From an optimization exercise on the open Yosys and OpenROAD flow, aimed at small area, a short achievable clock period and few clock cycles per item; shortcuts taken in it are not production practice.
Where RTL was checked, it was by simulation tests only, not by an equivalence proof against the original.
Power and IR drop assume default switching activity.

==> flow/design.v <==
module SME(clk,reset,chardata,isstring,ispattern,valid,match,match_index);
integer i;
input clk;
input reset;
input [7:0] chardata;
input isstring;
input ispattern;
output reg match;
output reg [4:0] match_index;
output reg valid;
reg  [6:0]  s [0:31];
reg  [31:0] v;
reg  [31:0] D;
reg  [4:0]  q;
reg  [1:0]  Xh;       
reg  [2:0]  Xl;       
reg  [3:0]  Hgt;      
reg  [3:0]  Heq;      
reg  [7:0]  Lge;      
reg         isstring_R, ispattern_R, pwc;
wire [6:0] c         = chardata[6:0];
wire       newstring = isstring & ~isstring_R;
wire       isdot     = (c == 7'h2E);
wire       isdollar  = (c == 7'h24);
wire       iscaret   = (c == 7'h5E);
wire       init      = ~ispattern_R | pwc;    
function [15:0] xtab;    
	input [4:0] x;
	integer k;
	begin
		for (k = 0; k < 4; k = k + 1) begin
			xtab[k] = (k > x[4:3]);
			xtab[4 + k] = (k == x[4:3]);
		end
		for (k = 0; k < 8; k = k + 1) begin
			xtab[8 + k] = (k >= x[2:0]);
		end
	end
endfunction
wire [31:0] first, sp, M, Dn, G;
genvar g;
generate
for (g = 0; g < 32; g = g + 1) begin : pos
	localparam integer N = (g + 1) % 32;
	assign first[g] = (q == (g + 31) % 32);
	assign sp[g]    = ~s[g][6] & ~|s[g][4:0];
	assign M[g]     = v[g] & (isdot | (s[g] == c));
	assign G[g]     = Hgt[g / 8] | (Heq[g / 8] & Lge[g % 8]);
	assign Dn[g]    = isdollar ? (D[g] & (~v[N] | sp[N] | first[N]))
	                           : (M[N] & (init ? (~pwc | first[N] | sp[g]) : (D[g] & ~first[N])));
end
endgenerate
wire [31:0] hi = D & G;
wire [31:0] wr = D & ~G;    
function [5:0] pe32;    
	input [31:0] x;
	reg [15:0] a1; reg [15:0] i1;           
	reg [7:0]  a2; reg [15:0] i2;           
	reg [3:0]  a3; reg [11:0] i3;           
	reg [1:0]  a4; reg [7:0]  i4;
	integer k;
	begin
		for (k = 0; k < 16; k = k + 1) begin
			a1[k] = x[2*k] | x[2*k+1];
			i1[k] = ~x[2*k];
		end
		for (k = 0; k < 8; k = k + 1) begin
			a2[k] = a1[2*k] | a1[2*k+1];
			i2[2*k +: 2] = a1[2*k] ? {1'b0, i1[2*k]} : {1'b1, i1[2*k+1]};
		end
		for (k = 0; k < 4; k = k + 1) begin
			a3[k] = a2[2*k] | a2[2*k+1];
			i3[3*k +: 3] = a2[2*k] ? {1'b0, i2[4*k +: 2]} : {1'b1, i2[4*k+2 +: 2]};
		end
		for (k = 0; k < 2; k = k + 1) begin
			a4[k] = a3[2*k] | a3[2*k+1];
			i4[4*k +: 4] = a3[2*k] ? {1'b0, i3[6*k +: 3]} : {1'b1, i3[6*k+3 +: 3]};
		end
		pe32 = {a4[0] | a4[1], a4[0] ? {1'b0, i4[3:0]} : {1'b1, i4[7:4]}};
	end
endfunction
wire [5:0] pH = pe32(hi);
wire [5:0] pA = pe32(wr);    
wire [4:0] J  = pH[5] ? pH[4:0] : pA[4:0];
reg  [23:0] LT;       
always @* for (i = 0; i < 8; i = i + 1) LT[3*i +: 3] = i - Xl;
wire [2:0] lo = LT[3*J[2:0] +: 3];
wire       br = ~Lge[J[2:0]];
wire [1:0] h0 = J[4:3] - Xh;
wire [1:0] h1 = J[4:3] - Xh - 2'd1;
always @(posedge clk) begin
	for (i = 0; i < 31; i = i + 1)
		s[i] <= s[i+1];
	s[31] <= isstring ? c : s[0];
	v <= {isstring | v[0], v[31:1] & {31{~newstring}}};
	q <= newstring ? 5'd30 : q - 5'd1;
	if (init) begin
		Xh <= q[4:3];
		Xl <= q[2:0];
		{Lge, Heq, Hgt} <= xtab(q);
	end
	pwc <= ispattern & iscaret;
	isstring_R <= isstring;
	ispattern_R <= ispattern;
	D <= Dn;
	match <= pH[5] | pA[5];
	match_index <= {br ? h1 : h0, lo};
	valid <= ~reset & ispattern_R & ~ispattern;
end
endmodule
Settings: LEC_CHECK=0, CAP_MARGIN=20, CORE_MARGIN=2, CORE_UTILIZATION=40, CTS_BUF_LIST=sky130_fd_sc_hd__clkbuf_4 sky130_fd_sc_hd__clkbuf_8, SETUP_SLACK_MARGIN=4.6, SLEW_MARGIN=20, TNS_END_PERCENT=5; clock period 7.0 ns.
run.sh (not shown) runs the stock make flow with config.mk's settings and CLKGATE_MAP_FILE= SYNTH_SCRIPT=/design/flow/synth_recipe.tcl, a recipe that flattens the netlist after the stock synthesis.
Rerun with:
--- a/flow/design.v
+++ b/flow/design.v
@@ -49,11 +49,10 @@
 	assign Dn[g]    = isdollar ? (D[g] & (~v[N] | sp[N] | first[N]))
 	                           : (M[N] & (init ? (~pwc | first[N] | sp[g]) : (D[g] & ~first[N])));
 end
 endgenerate
 wire [31:0] hi = D & G;
-wire [31:0] wr = D & ~G;    
 function [5:0] pe32;    
 	input [31:0] x;
 	reg [15:0] a1; reg [15:0] i1;           
 	reg [7:0]  a2; reg [15:0] i2;           
 	reg [3:0]  a3; reg [11:0] i3;           
@@ -78,11 +77,11 @@
 		end
 		pe32 = {a4[0] | a4[1], a4[0] ? {1'b0, i4[3:0]} : {1'b1, i4[7:4]}};
 	end
 endfunction
 wire [5:0] pH = pe32(hi);
-wire [5:0] pA = pe32(wr);    
+wire [5:0] pA = pe32(D);
 wire [4:0] J  = pH[5] ? pH[4:0] : pA[4:0];
 reg  [23:0] LT;       
 always @* for (i = 0; i < 8; i = i + 1) LT[3*i +: 3] = i - Xl;
 wire [2:0] lo = LT[3*J[2:0] +: 3];
 wire       br = ~Lge[J[2:0]];
@@ -101,10 +100,10 @@
 	end
 	pwc <= ispattern & iscaret;
 	isstring_R <= isstring;
 	ispattern_R <= ispattern;
 	D <= Dn;
-	match <= pH[5] | pA[5];
+	match <= pA[5];
 	match_index <= {br ? h1 : h0, lo};
 	valid <= ~reset & ispattern_R & ~ispattern;
 end
 endmodule
Effect: The new run passed the timing, DRC and antenna checks. Clock power drops by about 8%. Flip-flop and latch count is unchanged. Setup slack got worse by 0.072 ns. Power drops by 5.1%. Maximum frequency drops by 2.3%. Global-route usage barely changes. Wire length drops by about 6%. Synthesized area drops by about 4.5%. Worst hold slack stays flat. Die area drops by 4.4%. First-iteration DRC count drops by about 22%. Cell count drops by about 9%.
Testbench counts after the change, summed over its fixed seeds: cycles 12,684, queries 1,536.
Only the layout flow was run in the first run of this note; the RTL was not checked for function there.


## v6
Another version of the RTL of SME (not shown whole).
Size: about 1300 cells after synthesis, ~13000 sq um of cells after synthesis.
==> module SME, before the edit <==
module SME(clk,reset,chardata,isstring,ispattern,valid,match,match_index);
input clk;
input reset;
input [7:0] chardata;
input isstring;
input ispattern;
output reg match;
output reg [4:0] match_index;
output reg valid;
reg  [6:0]  s [0:31];
reg  [31:0] v;
reg  [31:0] D;
reg  [4:0]  r0;
reg  [4:0]  X;
reg         isstring_R, ispattern_R, pwc;
wire [6:0] c         = chardata[6:0];
wire       newstring = isstring & ~isstring_R;
wire       isdot     = (c == 7'h2E);
wire       isdollar  = (c == 7'h24);
wire       iscaret   = (c == 7'h5E);
wire       init      = ~ispattern_R | pwc;    
wire [31:0] first, sp, M, Dn, geX;
genvar g;
generate
for (g = 0; g < 32; g = g + 1) begin : pos
	localparam integer N = (g + 1) % 32;
	assign first[g] = (r0 == g);
	assign sp[g]    = (s[g] == 7'h20);
	assign M[g]     = v[g] & (isdot | (s[g] == c));
	assign geX[g]   = (g >= X);
	assign Dn[g]    = isdollar ? (D[g] & (~v[N] | sp[N] | first[N]))
	                           : (M[N] & (init ? (~pwc | first[N] | sp[g]) : (D[g] & ~first[N])));
end
endgenerate
wire [31:0] hi = D & geX;
reg  [4:0]  pe_hi, pe_all;
integer i;
always @* begin
	pe_hi = 5'd0;
	pe_all = 5'd0;
	for (i = 31; i >= 0; i = i - 1) begin
		if (hi[i]) pe_hi = i;
		if (D[i])  pe_all = i;
	end
end
wire [4:0] jstar = (|hi) ? pe_hi : pe_all;
always @(posedge clk) begin
	for (i = 0; i < 31; i = i + 1)
		s[i] <= s[i+1];
	s[31] <= isstring ? c : s[0];
	v <= {isstring | v[0], v[31:1] & {31{~newstring}}};
	r0 <= newstring ? 5'd31 : r0 - 5'd1;
	X <= ispattern ? (ispattern_R ? X : r0 - 5'd1 - {4'd0, iscaret}) : X - 5'd1;
	pwc <= ispattern & iscaret;
	isstring_R <= isstring;
	ispattern_R <= ispattern;
	D <= Dn;
	match <= |D;
	match_index <= jstar - X;
	valid <= ~reset & ispattern_R & ~ispattern;
end
endmodule
==> flow/config.mk <==
export PLATFORM = sky130hd
export DESIGN_NAME = SME
export DESIGN_NICKNAME = SME
export VERILOG_FILES = /design/flow/design.v
export SDC_FILE = /design/flow/constraint.sdc
export NUM_CORES = 4
export LEC_CHECK = 0
export CAP_MARGIN = 20
export CORE_MARGIN = 2
export CORE_UTILIZATION = 40
export SLEW_MARGIN = 20
==> flow/constraint.sdc <==
create_clock -name core_clock -period 7.0 [get_ports {clk}]
set_input_delay 1.4000 -clock core_clock [delete_from_list [all_inputs] [get_ports {clk}]]
set_output_delay 1.4000 -clock core_clock [all_outputs]
set_load 0.01 [all_outputs]
Testbench counts of v6, summed over its fixed seeds: cycles 12,684, queries 1,536.
Relative to v6, the following input files were edited for v7:
==> flow/design.v <==
module SME(clk,reset,chardata,isstring,ispattern,valid,match,match_index);
input clk;
input reset;
input [7:0] chardata;
input isstring;
input ispattern;
output reg match;
output reg [4:0] match_index;
output reg valid;
reg  [6:0]  s [0:31];
reg  [31:0] v;
reg  [31:0] D;
reg  [4:0]  q;       
reg  [4:0]  X;
reg  [31:0] G;       
reg         isstring_R, ispattern_R, pwc;
wire [6:0] c         = chardata[6:0];
wire       newstring = isstring & ~isstring_R;
wire       isdot     = (c == 7'h2E);
wire       isdollar  = (c == 7'h24);
wire       iscaret   = (c == 7'h5E);
wire       init      = ~ispattern_R | pwc;    
wire [31:0] first, sp, M, Dn, T1, T2;
wire [4:0]  qm1 = q - 5'd1;
genvar g;
generate
for (g = 0; g < 32; g = g + 1) begin : pos
	localparam integer N = (g + 1) % 32;
	assign first[g] = (q == (g + 31) % 32);
	assign sp[g]    = (s[g] == 7'h20);
	assign M[g]     = v[g] & (isdot | (s[g] == c));
	assign T1[g]    = (g >= q);
	assign T2[g]    = (g >= qm1);
	assign Dn[g]    = isdollar ? (D[g] & (~v[N] | sp[N] | first[N]))
	                           : (M[N] & (init ? (~pwc | first[N] | sp[g]) : (D[g] & ~first[N])));
end
endgenerate
wire [31:0] hi = D & G;
reg  [4:0]  pe_hi, pe_all;
integer i;
always @* begin
	pe_hi = 5'd0;
	pe_all = 5'd0;
	for (i = 31; i >= 0; i = i - 1) begin
		if (hi[i]) pe_hi = i;
		if (D[i])  pe_all = i;
	end
end
wire [4:0] idx_hi  = pe_hi - X;
wire [4:0] idx_all = pe_all - X;
always @(posedge clk) begin
	for (i = 0; i < 31; i = i + 1)
		s[i] <= s[i+1];
	s[31] <= isstring ? c : s[0];
	v <= {isstring | v[0], v[31:1] & {31{~newstring}}};
	q <= newstring ? 5'd30 : q - 5'd1;
	X <= ispattern ? (ispattern_R ? X : q - {4'd0, iscaret}) : X - 5'd1;
	if (ispattern & ~ispattern_R)
		G <= iscaret ? T2 : T1;
	pwc <= ispattern & iscaret;
	isstring_R <= isstring;
	ispattern_R <= ispattern;
	D <= Dn;
	match <= |D;
	match_index <= (|hi) ? idx_hi : idx_all;
	valid <= ~reset & ispattern_R & ~ispattern;
end
endmodule
- Post-synthesis cell type count, v6 and v7: lower on v7
- Final area in v7 vs v6: up about 11%
- Power dissipated by switching net loads delta (v7 − v6): unfavourable
- Against v6, v7 comes in 410 ps higher on flop-to-flop setup slack.
- Between v6 and v7, the flow reports achievable clock frequency increasing by more than 10%.
Function not checked in v7: the RTL went through the layout flow alone.


Setup of before:
Another version of the RTL of SME (not shown whole).
Size in the first run: ~1,300 cells after synthesis.
==> module SME, before the edit <==
module SME(clk,reset,chardata,isstring,ispattern,valid,match,match_index);
input clk;
input reset;
input [7:0] chardata;
input isstring;
input ispattern;
output reg match;
output reg [4:0] match_index;
output reg valid;
reg  [6:0]  s [0:31];
reg  [31:0] v;
reg  [31:0] D;
reg  [4:0]  q;
reg  [4:0]  NX;       
reg  [3:0]  Hgt;      
reg  [3:0]  Heq;      
reg  [7:0]  Lge;      
reg         isstring_R, ispattern_R, pwc;
wire [6:0] c         = chardata[6:0];
wire       newstring = isstring & ~isstring_R;
wire       isdot     = (c == 7'h2E);
wire       isdollar  = (c == 7'h24);
wire       iscaret   = (c == 7'h5E);
wire       init      = ~ispattern_R | pwc;    
wire       pstart    = ispattern & ~ispattern_R;
wire [4:0] xa = q;
wire [4:0] xb = q - 5'd1;
wire [31:0] first, sp, M, Dn, G;
genvar g;
generate
for (g = 0; g < 32; g = g + 1) begin : pos
	localparam integer N = (g + 1) % 32;
	assign first[g] = (q == (g + 31) % 32);
	assign sp[g]    = ~s[g][6] & ~|s[g][4:0];
	assign M[g]     = v[g] & (isdot | (s[g] == c));
	assign G[g]     = Hgt[g / 8] | (Heq[g / 8] & Lge[g % 8]);
	assign Dn[g]    = isdollar ? (D[g] & (~v[N] | sp[N] | first[N]))
	                           : (M[N] & (init ? (~pwc | first[N] | sp[g]) : (D[g] & ~first[N])));
end
endgenerate
wire [31:0] hi = D & G;
reg  [4:0]  pe_hi, pe_all;
integer i;
always @* begin
	pe_hi = 5'd0;
	pe_all = 5'd0;
	for (i = 31; i >= 0; i = i - 1) begin
		if (hi[i]) pe_hi = i;
		if (D[i])  pe_all = i;
	end
end
wire [4:0] idx_hi  = pe_hi + NX;
wire [4:0] idx_all = pe_all + NX;
always @(posedge clk) begin
	for (i = 0; i < 31; i = i + 1)
		s[i] <= s[i+1];
	s[31] <= isstring ? c : s[0];
	v <= {isstring | v[0], v[31:1] & {31{~newstring}}};
	q <= newstring ? 5'd30 : q - 5'd1;
	if (pstart) begin
		NX <= iscaret ? -xb : -xa;
		for (i = 0; i < 4; i = i + 1) begin
			Hgt[i] <= iscaret ? (i > xb[4:3]) : (i > xa[4:3]);
			Heq[i] <= iscaret ? (i == xb[4:3]) : (i == xa[4:3]);
		end
		for (i = 0; i < 8; i = i + 1)
			Lge[i] <= iscaret ? (i >= xb[2:0]) : (i >= xa[2:0]);
	end
	pwc <= ispattern & iscaret;
	isstring_R <= isstring;
	ispattern_R <= ispattern;
	D <= Dn;
	match <= |D;
	match_index <= (|hi) ? idx_hi : idx_all;
	valid <= ~reset & ispattern_R & ~ispattern;
end
endmodule
export LEC_CHECK = 0
export CAP_MARGIN = 20
export CORE_MARGIN = 2
export CORE_UTILIZATION = 40
export SETUP_SLACK_MARGIN = 4.2
export SLEW_MARGIN = 20
create_clock -name core_clock -period 7.0 [get_ports {clk}]
Testbench counts of before, summed over its fixed seeds: cycles 12,684, queries 1,536.
#### Input delta (after over before)
==> flow/design.v <==
module SME(clk,reset,chardata,isstring,ispattern,valid,match,match_index);
input clk;
input reset;
input [7:0] chardata;
input isstring;
input ispattern;
output reg match;
output reg [4:0] match_index;
output reg valid;
reg  [6:0]  s [0:31];
reg  [31:0] v;
reg  [31:0] D;
reg  [4:0]  r0;
reg  [4:0]  X;
reg         isstring_R, ispattern_R, pwc;
wire [6:0] c         = chardata[6:0];
wire       newstring = isstring & ~isstring_R;
wire       isdot     = (c == 7'h2E);
wire       isdollar  = (c == 7'h24);
wire       iscaret   = (c == 7'h5E);
wire       init      = ~ispattern_R | pwc;    
wire [31:0] first, sp, M, Dn, geX;
genvar g;
generate
for (g = 0; g < 32; g = g + 1) begin : pos
	localparam integer N = (g + 1) % 32;
	assign first[g] = (r0 == g);
	assign sp[g]    = (s[g] == 7'h20);
	assign M[g]     = v[g] & (isdot | (s[g] == c));
	assign geX[g]   = (g >= X);
	assign Dn[g]    = isdollar ? (D[g] & (~v[N] | sp[N] | first[N]))
	                           : (M[N] & (init ? (~pwc | first[N] | sp[g]) : (D[g] & ~first[N])));
end
endgenerate
wire [31:0] hi = D & geX;
reg  [4:0]  pe_hi, pe_all;
integer i;
always @* begin
	pe_hi = 5'd0;
	pe_all = 5'd0;
	for (i = 31; i >= 0; i = i - 1) begin
		if (hi[i]) pe_hi = i;
		if (D[i])  pe_all = i;
	end
end
wire [4:0] jstar = (|hi) ? pe_hi : pe_all;
always @(posedge clk) begin
	for (i = 0; i < 31; i = i + 1)
		s[i] <= s[i+1];
	s[31] <= isstring ? c : s[0];
	v <= {isstring | v[0], v[31:1] & {31{~newstring}}};
	r0 <= newstring ? 5'd31 : r0 - 5'd1;
	X <= ispattern ? (ispattern_R ? X : r0 - 5'd1 - {4'd0, iscaret}) : X - 5'd1;
	pwc <= ispattern & iscaret;
	isstring_R <= isstring;
	ispattern_R <= ispattern;
	D <= Dn;
	match <= |D;
	match_index <= jstar - X;
	valid <= ~reset & ispattern_R & ~ispattern;
end
endmodule
after vs before on number of clock sinks: after is the lower one. Fmax delta for after relative to before: about 1.5% lower. A worst-path cell with the longest stage delay of sky130_fd_sc_hd__edfxtp_1 is what after shows, while sky130_fd_sc_hd__or4_4 belongs to before. Area inside the core boundary in after is about 3% below before. Relative to before, after improves design area. after: buffer count from post-CTS setup fixing is 20 lower than what before reported. after: wire length 8.8% above before. Compared with before, after shows via count higher by 90. From before to after the numbers moved as follows: global-route usage increased 1.8 points, final critical path time including I/O delays and setup now sits higher, sequential power has decreased, share of the clock period used by the worst path now larger, adder and majority cell fraction of the synthesized area roughly the same. Higher met3 layer wire length in the routed design goes to after over before. A critical path launch point of X[1] is what after shows, while Lge[1] belongs to before.
Testbench counts of after, summed over its fixed seeds: cycles 12,684, queries 1,536.

[afterwards: timing with drivers on the ports]
How much do the figures lean on ideal ports? The routed layouts below were timed once more, with nothing changed but the port constraints. Step 1 sets driving cells, clkbuf_16 on the clock port and buf_2 on the other inputs (assumed; they add their load-dependent delay and slew). Step 2 adds t to the input delays and takes it off the output delays; t is the mean of the earliest and latest rising clock arrival at the registers after step 1. Input paths then give back, and output paths get back, about the clock's delay inside the block. a / b / c = ideal / step 1 / step 2; a / b = the first two.
run | t (ns) | setup WS [ns] | worst setup path at the end | latest minus earliest clock arrival (ns) | pins driven straight from the clock port
the first run of note 1 | 0.621 | 3.996 / 3.996 / 3.626 | input to register | 0.016 / 0.017 | 1
the second run of note 1 | 0.610 | 3.924 / 3.924 / 3.561 | input to register | 0.031 / 0.032 | 1
v6 | 0.542 | 2.900 / 2.900 / 2.514 | input to register | 0.009 / 0.009 | 1
v7 | 0.577 | 3.275 / 3.308 / 2.731 | input to register | 0.022 / 0.022 | 1
before | 0.553 | 3.758 / 3.758 / 3.753 | input to register | 0.020 / 0.020 | 1
after | 0.552 | 3.708 / 3.708 / 3.690 | input to register | 0.022 / 0.022 | 1
After both steps setup and hold are still met in every run listed. The setup slack of v7, which loses most, moves by +0.033 ns with the drivers and by -0.544 ns with both steps.
